This is an optimization exercise on Yosys and OpenROAD, whose aim is small area and a short achievable clock period, not a production implementation.
The RTL was checked by simulation tests, not by an equivalence proof against the original design.
No activity file was given, so power comes from the tool's default toggle rates.

Design four_ports_fifo, start of the top module:
module four_ports_fifo(
	input wire clk,
	input wire resetn,
	input wire [31:0] data0,
	input wire [31:0] data1,
	input wire [31:0] data2,
	input wire [31:0] data3,
	input wire [2:0] wen,
	input wire [2:0] ren,
	output reg [32:0] dout0,
	output reg [32:0] dout1,
	output reg [32:0] dout2,
	output reg [32:0] dout3,
	output wire empty,
	output wire full
);
	reg [31:0] mem [0:31];    
	reg [3:0] wlo, rlo;
	reg [7:0] wsel [0:3];
	reg [7:0] rsel [0:3];
	reg [31:0] th;
	wire [3:0] has  = th[3:0];                           
	wire [4:1] room = ~{th[28], th[29], th[30], th[31]};   
	assign empty = ~th[0];
	assign full  = th[31];
	integer b, k, r, w, m, j;
	reg [32:0] crg;
	wire [4:1] wdec;
	assign wdec[4] = wen[2];
	assign wdec[3] = ~wen[2] & (wen[1:0] == 2'd3);
	assign wdec[2] = ~wen[2] & (wen[1:0] == 2'd2);
	assign wdec[1] = ~wen[2] & (wen[1:0] == 2'd1);
	wire [4:1] acw = wdec & room;
	wire acc = |acw;
	reg [31:0] wd [0:3];
	reg [3:0]  bwe;
	reg [4:1]  qb [0:3];
	always @(*) begin
		for (b = 0; b < 4; b = b + 1) begin
			for (w = 1; w < 5; w = w + 1) begin
				qb[b][w] = 1'b0;
				for (k = 0; k < w; k = k + 1)
					qb[b][w] = qb[b][w] | wlo[(b - k) & 3];
  ...
export LEC_CHECK = 0
export CAP_MARGIN = 10
export CORE_MARGIN = 2
export CORE_UTILIZATION = 50
export CTS_CLUSTER_DIAMETER = 100
export CTS_CLUSTER_SIZE = 25
export PLACE_DENSITY = 0.65
export SETUP_SLACK_MARGIN = 3.6
export SLEW_MARGIN = 10
export TNS_END_PERCENT = 100
export BUFFER_PORTS_ARGS = -buffer_cell sky130_fd_sc_hd__buf_2
export POST_GLOBAL_PLACE_TCL = /design/flow/flow/pull_out_ffs.tcl
export POST_GLOBAL_ROUTE_TCL = /design/flow/flow/recover_area.tcl
create_clock -name core_clock -period 6.0 [get_ports {clk}]
standard.sh (not shown) runs the stock make flow with config.mk's settings and CLKGATE_MAP_FILE= SYNTH_SCRIPT=/design/flow/synth_recipe.tcl, a recipe that flattens the netlist after the stock synthesis.
==> flow/flow/run.sh <==
#!/bin/bash
# The standard layout (the standard.sh) with these changes to how it is made:
#  - the input and output ports get plain buf_2 buffers instead of the resizer's
#    default pick, a delay cell;
#  - after global placement, each register that drives an output port is moved
#    70% of the way towards that port's buffer (pull_out_ffs.tcl); detailed
#    placement legalizes it;
#  - timing repair may resize cells across footprints (MATCH_CELL_FOOTPRINT=0);
#  - after global routing, cells off the critical paths are downsized while the
#    worst slack stays as reached (recover_area.tcl).
# make's full output goes to make_finish.log; ORFS writes each step's log under orfs/logs/.
set -euo pipefail
here=$(pwd)
cat >> config.mk <<EOC
export BUFFER_PORTS_ARGS = -buffer_cell sky130_fd_sc_hd__buf_2
export POST_GLOBAL_PLACE_TCL = $here/flow/pull_out_ffs.tcl
export POST_GLOBAL_ROUTE_TCL = $here/flow/recover_area.tcl
EOC
bash standard.sh MATCH_CELL_FOOTPRINT=0 finish > make_finish.log 2>&1
==> flow/flow/pull_out_ffs.tcl <==
# After global placement: move each register that drives an output port (through
# the port's buffer) most of the way (70%) from where it was placed towards that
# buffer, so the register-to-port wire is short while the wire into the register
# stays moderate. Detailed placement legalizes the moved cells afterwards.
set block [ord::get_db_block]
set moved 0
foreach bterm [$block getBTerms] {
  if {[$bterm getIoType] != "OUTPUT"} { continue }
  set net [$bterm getNet]
  if {$net == "NULL"} { continue }
  set buf "NULL"
  foreach it [$net getITerms] {
    if {[$it isOutputSignal]} { set buf [$it getInst] }
  }
  if {$buf == "NULL"} { continue }
  set ff "NULL"
  foreach it [$buf getITerms] {
    if {[$it isInputSignal]} {
      set n2 [$it getNet]
      if {$n2 == "NULL"} { continue }
      foreach it2 [$n2 getITerms] {
        if {[$it2 isOutputSignal]} { set ff [$it2 getInst] }
      }
    }
  }
  if {$ff == "NULL"} { continue }
  if {![[$ff getMaster] isSequential]} { continue }
  set loc [$buf getLocation]
  set cur [$ff getLocation]
  set x [expr {int([lindex $cur 0] + 0.7 * ([lindex $loc 0] - [lindex $cur 0]))}]
  set y [expr {int([lindex $cur 1] + 0.7 * ([lindex $loc 1] - [lindex $cur 1]))}]
  $ff setLocation $x $y
  incr moved
}
puts "pull_out_ffs: moved $moved registers towards their output buffers"
Other scripts of this flow, unchanged in this note and not shown: flow/flow/recover_area.tcl
The first run went through all stages and came out clean.
Edit:
--- a/flow/flow/run.sh
+++ b/flow/flow/run.sh
@@ -5,4 +5,3 @@
 #  - after global placement, each register that drives an output port is moved
-#    70% of the way towards that port's buffer (pull_out_ffs.tcl); detailed
-#    placement legalizes it;
+#    next to that port's buffer (pull_out_ffs.tcl); detailed placement legalizes it;
 #  - timing repair may resize cells across footprints (MATCH_CELL_FOOTPRINT=0);
--- a/flow/flow/pull_out_ffs.tcl
+++ b/flow/flow/pull_out_ffs.tcl
@@ -1,5 +1,4 @@
 # After global placement: move each register that drives an output port (through
-# the port's buffer) most of the way (70%) from where it was placed towards that
-# buffer, so the register-to-port wire is short while the wire into the register
-# stays moderate. Detailed placement legalizes the moved cells afterwards.
+# the port's buffer) next to that buffer, so the register-to-port wire is short.
+# Detailed placement legalizes the moved cells afterwards.
 set block [ord::get_db_block]
@@ -28,8 +27,5 @@
   set loc [$buf getLocation]
-  set cur [$ff getLocation]
-  set x [expr {int([lindex $cur 0] + 0.7 * ([lindex $loc 0] - [lindex $cur 0]))}]
-  set y [expr {int([lindex $cur 1] + 0.7 * ([lindex $loc 1] - [lindex $cur 1]))}]
-  $ff setLocation $x $y
+  $ff setLocation [lindex $loc 0] [lindex $loc 1]
   incr moved
 }
-puts "pull_out_ffs: moved $moved registers towards their output buffers"
+puts "pull_out_ffs: moved $moved registers next to their output buffers"
--- a/flow/config.mk
+++ b/flow/config.mk
@@ -7,10 +7,10 @@
 export LEC_CHECK = 0
-export CAP_MARGIN = 10
+export CAP_MARGIN = 20
 export CORE_MARGIN = 2
-export CORE_UTILIZATION = 50
+export CORE_UTILIZATION = 40
 export CTS_CLUSTER_DIAMETER = 100
 export CTS_CLUSTER_SIZE = 25
-export PLACE_DENSITY = 0.65
+export PLACE_DENSITY = 0.6
 export SETUP_SLACK_MARGIN = 3.6
-export SLEW_MARGIN = 10
+export SLEW_MARGIN = 20
 export TNS_END_PERCENT = 100
The new run completed without violations.
Worst setup slack gets better by 0.063 ns.
Die area went up by about 25%.
Non-clock buffer count went up by 67.
Core utilization went down by 11 points.
First-iteration DRC count went down by 7.9%.
Fmax went up by about 2.5%.
Edit:
--- a/flow/config.mk
+++ b/flow/config.mk
@@ -7,10 +7,10 @@
 export LEC_CHECK = 0
-export CAP_MARGIN = 20
+export CAP_MARGIN = 10
 export CORE_MARGIN = 2
-export CORE_UTILIZATION = 40
+export CORE_UTILIZATION = 60
 export CTS_CLUSTER_DIAMETER = 100
 export CTS_CLUSTER_SIZE = 25
-export PLACE_DENSITY = 0.6
+export PLACE_DENSITY = 0.72
 export SETUP_SLACK_MARGIN = 3.6
-export SLEW_MARGIN = 20
+export SLEW_MARGIN = 10
 export TNS_END_PERCENT = 100
The changed run ran to the end with no violations.
Clock skew goes up by 0.0087 ns.
Global-route usage came out higher by 12 points.
Hold slack improved by 0.048 ns.
Core utilization climbs by 22 points.
Total power decreases by 1.6%.
Synthesized cell count stays the same.
Die area drops by 33%.
Critical path depth shrinks by 3.
Count of clock-buffer cells in the layout went down by 1.
Edit:
--- a/flow/config.mk
+++ b/flow/config.mk
@@ -9,6 +9,6 @@
 export CORE_MARGIN = 2
-export CORE_UTILIZATION = 60
+export CORE_UTILIZATION = 50
 export CTS_CLUSTER_DIAMETER = 100
-export CTS_CLUSTER_SIZE = 25
-export PLACE_DENSITY = 0.72
+export CTS_CLUSTER_SIZE = 28
+export PLACE_DENSITY = 0.65
 export SETUP_SLACK_MARGIN = 3.6
Die area went up by about a fifth.
Wire length increases slightly.
Power hardly moves.
Critical path depth is unchanged.
Global-route usage decreases by 5.8 points.
First-iteration DRC count went down by about a fifth.
Clock-buffer cell count came out lower by 10.
Worst setup slack improved by 0.021 ns.
Edit:
--- a/flow/config.mk
+++ b/flow/config.mk
@@ -11,5 +11,5 @@
 export CTS_CLUSTER_DIAMETER = 100
-export CTS_CLUSTER_SIZE = 28
+export CTS_CLUSTER_SIZE = 25
 export PLACE_DENSITY = 0.65
-export SETUP_SLACK_MARGIN = 3.6
+export SETUP_SLACK_MARGIN = 3.75
 export SLEW_MARGIN = 10
What happened: Core utilization is higher by 2.5 points. Global-route usage increases by 0.70 points. Wire length grows by 2.2%. Flip-flop and latch count does not change.

-- re-timing with driven ports --
How much do the figures lean on ideal ports? The routed layouts below were timed once more, with nothing changed but the port constraints.
Step 1, drivers: a clkbuf_16 drives clk and a buf_2 each remaining input, both assumed.
Step 2, shift: input delay + t, output delay - t, t = (earliest + latest rising clock arrival at the registers) / 2. This alone moves slack from input paths to output paths.
Slacks: no drivers / after step 1 / after step 2; pairs: no drivers / after step 1.
run | t (ns) | setup slack, ns | hold WS [ns] | slew at the worst register clock pin (ns)
the first run | 0.736 | 3.406 / 3.369 / 2.634 | 0.575 / 0.575 / 0.575 | 0.11 / 0.11
the second run | 0.773 | 3.469 / 3.399 / 2.626 | 0.583 / 0.583 / 0.583 | 0.11 / 0.11
the third run | 0.738 | 3.449 / 3.374 / 2.635 | 0.630 / 0.630 / 0.630 | 0.11 / 0.11
the fourth run | 0.748 | 3.470 / 3.437 / 2.689 | 0.595 / 0.595 / 0.595 | 0.12 / 0.12
the fifth run | 0.748 | 3.369 / 3.285 / 2.537 | 0.600 / 0.600 / 0.600 | 0.11 / 0.11
After both steps setup and hold are still met in every run listed. For the second run, which loses most, drivers alone change the setup slack by -0.070 ns; drivers and shift together by -0.843 ns.
